What follows belongs to an exercise in optimizing a design on an open flow for small area; a production flow would make more cautious choices. Only simulation tests tie the RTL to the original design; equivalence was not proved. Power is estimated from default activity; no workload was simulated.

--- flow/design.v ---
module i2s (
	input master_enable, 
	input sdin, 
	output reg [31:0] dout_l, dout_r, 
	output reg sdout, 
	input [31:0] din_l, din_r, 
	input bclk_i, lrclk_i, 
	output bclk_o, lrclk_o, 
	input [19:0] bdiv, 
	input [7:0] lrdiv, 
	output reg [2:0] cst, nst, 
	input rstn, clk
);
reg bclk;
reg [19:0] bcnt;
always @(negedge rstn or posedge clk) begin
	if(!rstn) begin
		bcnt <= 20'd0;
		bclk <= 1'b0;
	end
	else begin
		if(master_enable) begin
			if(bcnt == 20'd0) begin
				bcnt <= bdiv;
				bclk <= ~bclk;
			end
			else bcnt <= bcnt - 20'd1;
		end
		else bclk <= bclk_i;
	end
end
assign bclk_o = bclk;
reg bclk_d;
always @(negedge rstn or posedge clk) begin
	if(!rstn) bclk_d <= 1'b0;
	else bclk_d <= bclk;
end
wire bclk_01 = ~bclk_d & bclk;
wire bclk_10 = bclk_d & ~bclk;
reg lrclk;
reg [7:0] lrcnt;
always @(negedge rstn or posedge clk) begin
	if(!rstn) begin
		lrcnt <= 8'd0;
		lrclk <= 1'b0;
	end
	else begin
		if(master_enable) begin
			if(bclk_10) begin
				if(lrcnt == 8'd0) begin
					lrcnt <= lrdiv;
					lrclk <= ~lrclk;
				end
				else lrcnt <= lrcnt - 8'd1;
			end
		end
		else lrclk <= lrclk_i;
	end
end
assign lrclk_o = lrclk;
reg lrclk_d;
always @(negedge rstn or posedge clk) begin
	if(!rstn) lrclk_d <= 1'b0;
	else lrclk_d <= lrclk;
end
wire lrclk_01 = ~lrclk_d & lrclk;
wire lrclk_10 = lrclk_d & ~lrclk;
localparam
	start_l = 3'd5, channel_l = 3'd4, idle_l = 3'd3, 
	start_r = 3'd2, channel_r = 3'd1, idle_r = 3'd0;
reg [4:0] channel_cnt;
always @(negedge rstn or posedge clk) begin
	if(!rstn) cst <= idle_r;
	else cst <= nst;
end
always @(*) begin
	case(cst)
		idle_l: nst = lrclk_01 ? start_r : cst;
		start_r: nst = bclk_10 ? channel_r : cst;
		channel_r: nst = bclk_10 & (channel_cnt == 5'd0) ? idle_r : cst;
		idle_r: nst = lrclk_10 ? start_l : cst;
		start_l: nst = bclk_10 ? channel_l : cst;
		channel_l: nst = bclk_10 & (channel_cnt == 5'd0) ? idle_l : cst;
		default: nst = cst;
	endcase
end
always @(negedge rstn or posedge clk) begin
	if(!rstn) channel_cnt <= 5'd0;
	else if(bclk_10) 
		channel_cnt <= ((cst == channel_l) | (cst == channel_r)) ? channel_cnt - 5'd1 : 5'd31;
end
reg [31:0] bin_l, bin_r;
always @(negedge rstn or posedge clk) begin
	if(!rstn) begin
		bin_l <= 32'd0;
		bin_r <= 32'd0;
	end
	else begin
		case(cst) 
			idle_l: bin_l <= din_l;
			idle_r: bin_r <= din_r;
			default: {bin_l, bin_r} <= {bin_l, bin_r};
		endcase
	end
end
always @(negedge rstn or posedge clk) begin
	if(!rstn) sdout <= 1'b0;
	else begin
		case(cst)
			channel_l: sdout <= bin_l[channel_cnt];
			channel_r: sdout <= bin_r[channel_cnt];
			default: sdout <= sdout;
		endcase
	end
end
reg [31:0] bout_l, bout_r;
always @(negedge rstn or posedge clk) begin
	if(!rstn) begin
		bout_l <= 32'd0;
		bout_r <= 32'd0;
	end
	else begin
		case(nst)
			channel_l: bout_l[channel_cnt] <= sdin;
			channel_r: bout_r[channel_cnt] <= sdin;
			default: {bout_l, bout_r} <= {bout_l, bout_r};
		endcase
	end
end
always @(negedge rstn or posedge clk) begin
	if(!rstn) begin
		dout_l <= 32'd0;
		dout_r <= 32'd0;
	end
	else begin
		case(cst) 
			idle_l: dout_l <= bout_l;
			idle_r: dout_r <= bout_r;
			default: {dout_l, dout_r} <= {dout_l, dout_r};
		endcase
	end
end
endmodule
--- flow/run.sh ---
#!/bin/bash
# synth_recipe.tcl (not shown) runs the flow's synth.tcl, then flattens the netlist and writes it again
# the make line also repeats each setting of config.mk as NAME=value (left out here)
make -C /OpenROAD-flow-scripts/flow DESIGN_CONFIG=/design/flow/config.mk WORK_HOME=/design/flow/orfs CLKGATE_MAP_FILE= SYNTH_SCRIPT=/design/flow/synth_recipe.tcl finish
--- flow/config.mk ---
export PLATFORM = sky130hd
export DESIGN_NAME = i2s
export DESIGN_NICKNAME = i2s
export VERILOG_FILES = /design/flow/design.v
export SDC_FILE = /design/flow/constraint.sdc
export NUM_CORES = 4
export LEC_CHECK = 0
export CAP_MARGIN = 20
export CORE_MARGIN = 2
export CORE_UTILIZATION = 40
export SLEW_MARGIN = 20
--- flow/constraint.sdc ---
create_clock -name core_clock -period 6.0 [get_ports {clk}]
set_input_delay 1.2000 -clock core_clock [delete_from_list [all_inputs] [get_ports {clk}]]
set_output_delay 1.2000 -clock core_clock [all_outputs]
set_load 0.01 [all_outputs]
==> metrics.cfg <==
[critical_path]
required_ns=4.80
reg2reg_depth=10
setup.worst_path.start=channel_cnt[0]
rr_startpoint=channel_cnt[0]
cp-end-kind=primary output
critical-path-slowest-cell=clkdlybuf4s50_1
arrival_ns=3.55
crit_path_frequent_cell=ha_1
critPathKind=reg2out
r2r_slack_ns=2.48
timing.rr.end=bout_r[4]
startpoint_type=register
crit_fanout=27
cpPeakStageDelay_ns=0.60
crit_chain=buf_4 > inv_1 > ha_1 > and2_1 > ha_1 > mux4_2 > mux2_2 > nand2_1 > clkdlybuf4s50_1

[placed_design]
io_buffers=170
dp.cells=1459
place_ws_ns=1.79
gp_congestion=0.826
placed_area_sq_um=12400
post-dp-hpwl_um=17100

[grt]
grt_pass1_vias=7585
grt_pass1_wl_um=40700
grt-ovfl-total=0
grt_max_degree=123
grt_util_all_layers_pct=18.8
antenna_found_initial=1

[sta]
maxSlewHeadroom_pct=35.5
min_period_over_period_pct=79.1
rsz0062_at_grt=false
max_freq_mhz=211
whs_ns=0.460
fin_crit_ns=4.75
setup_slack_ns=1.25
final-max-slew-violation-count=0
hold_violations=0
worst_pin_slew_ns=0.967
clock_skew_ns=0.0128
finalSetupTns_ns=0
final-setup-viol-count=0

[detailed_routing]
top_layer=met5
first_iter_violations=573
wl_met2_um=11200
vias_per_cell=5.26
drt-pass1-iter-count=5
drt_wl_total_um=25300
drt-met1-wl_um=11900
vias=7897
routed-wl-met3_um=1660
drc=0
ant_nets=0
wl_per_cell_um=16.8

[pwr]
p_switching_mw=2.19
power_leakage_nw=5.61
power_density_nw_per_um2=490
peakVddDrop_mv=0.221
clock_power_share_pct=24.6
p_int_mw=4.29
seqPwrFrac_pct=41.1
power_frac_comb_pct=34.4
swShare_pct=33.8

[cts]
clk_pin_slew_worst_paths_ns=0.06
postCtsHoldBufs=0
insertion_delay_ns=0.52
post_cts_buffers=0
clock-sinks=233
post_cts_resize_count=0
cts_tree=built
numCtsBuffers=26
cts_root_buf=clkbuf_16
clockBufferDepth=3
cts_htree_levels=1

[synthesis]
synth_edf_count=0
yosysWarnings=1
ys_ff_latch=233
ys_seq_area_share_pct=56.1
avgSynthCellArea_sq_um=10.4
synth_cell_types=50
synth_nets=1111
synth-main-ff-cell=dfrtp_1
syn_inst=1003
async_flop_share_pct=100
syn_area_sq_um=10400

[cells_and_area]
multi_input_area_sq_um=4290
antennaDiodeCount=0
fill_cells=2320
postLayoutCellArea_sq_um=13200
seqCellArea_sq_um=5830
finalNonFillerCells=1501
final_nets=1260
final_common_cell=nand2_1
drive_gt1_share_pct=13.0
area_growth_pct=27.2
layout_common_cells=nand2_1 (235), dfrtp_1 (233), clkdlybuf4s50_1 (169)

[die]
num_rows=59
core-area_sq_um=25800
ios=171
die_area_sq_um=27300
die_h_um=165
fp.dieW_um=165
start_util_pct=40.4

[run_status]
status=timing/DRC/antenna clean

[hold_path]
hold_path.class=reg2reg
hold-path-endpoint=dout_r[29]
min_from=bout_r[29]
worstHoldPathCells=2

[flow_run]
cap_violations=0

[power groups by stage]
| stage | Combinational [mW] | Clock [mW] | Sequential (mW) |
|---|---|---|---|
| floorplan | 1.30 | 0 | 2.64 |
| global placement | 2.21 | 0 | 2.67 |
| detailed placement | 2.24 | 0 | 2.69 |
| CTS | 2.25 | 1.63 | 2.67 |
| global route | 2.50 | 1.70 | 2.76 |
| finish | 2.23 | 1.59 | 2.66 |
[through the flow]
stage / total power [mW] / utilization (%)
5_1_grt: 6.96 / 51.3
2_1_floorplan: 3.94 / -
4_1_cts: 6.55 / 51.3
3_3_place_gp: 4.88 / 48.0
3_5_place_dp: 4.93 / 48.0
6_report: 6.48 / 51.3
[critical path: cells and delay by family, from the launching register on]
kind / cells / cell delay, ns
AND/OR/NAND/NOR: 2 / 0.24
adder cells (fa/ha/maj): 2 / 0.51
flip-flops: 1 / 0.32
buffers and inverters: 3 / 1.13
multiplexers: 2 / 0.81
[area by class of cell]
type / count / share of cell area [%]
clock buffers: 37 / 5.69
well taps: 335 / 3.17
clock inverters: 5 / 0.757
multi-input cells: 697 / 32.4
inverters: 17 / 0.482
flip-flops and latches: 233 / 44.1
repair buffers: 177 / 13.4
[Yosys cell counts (all sizes together) (12+ instances only)]
cell type / number / area, sq um
nor2: 35 / 131
a21oi: 45 / 225
mux2: 85 / 957
mux4: 12 / 270
inv: 17 / 63.8
nand3: 20 / 100
dfrtp: 233 / 5830
buf: 14 / 85.1
o31ai: 28 / 210
clkbuf: 42 / 158
nor3: 20 / 105
nand2: 236 / 888
o21ai: 112 / 561
[state kept, by name, indices dropped and copies added, names as in the netlist]
signal       flops
bclk             1
bclk_d           1
bcnt            20
bin_l           32
bin_r           32
bout_l          32
bout_r          32
channel_cnt      5
cst              3
dout_l          32
dout_r          32
lrclk            1
lrclk_d          1
lrcnt            8
sdout            1
[per-layer routing]
layer  vias up  global-route usage, %
li1       3823                      -
met1      3814                   27.6
met2       214                   28.4
met3        44                   4.05
met4         2                   4.55
met5         -                      0
[kinds of logic after synthesis]
kind of cell,synth area share [%]
AO/OA/AOI/OAI,12.1
XOR/XNOR,0.505
adder cells (fa/ha/maj),1.20
buffers and inverters,2.95
flip-flops,56.1
multiplexers,12.4
AND/OR/NAND/NOR,14.7
[worst max path at each step]
| stage | to | slack (ns) |
|---|---|---|
| floorplan | nst[0] | 2.55 |
| global placement | nst[0] | 1.81 |
| detailed placement | nst[0] | 1.79 |
| CTS | nst[0] | 1.24 |
| global route | nst[0] | 1.10 |
| finish | nst[0] | 1.25 |

afterwards: timing with drivers on the ports:
How much do the figures lean on ideal ports? The routed layout below was timed once more, with nothing changed but the port constraints. Step 1: set_driving_cell puts a clkbuf_16 on clk and a buf_2 on each other input, an assumption about the parent block. Step 2, shift: input delay + t, output delay - t, t = (earliest + latest rising clock arrival at the registers) / 2. This alone moves slack from input paths to output paths. a / b / c = no drivers / after step 1 / after step 2; a / b = the first two.
t (ns): 0.559
setup slack, ns: 1.251 / 1.205 / 1.764
worst setup path after step 2: register to output
pins driven straight from the clock port: 1
After both steps this run still meets setup and hold. For this run, drivers alone change the setup slack by -0.046 ns; drivers and shift together by +0.513 ns.
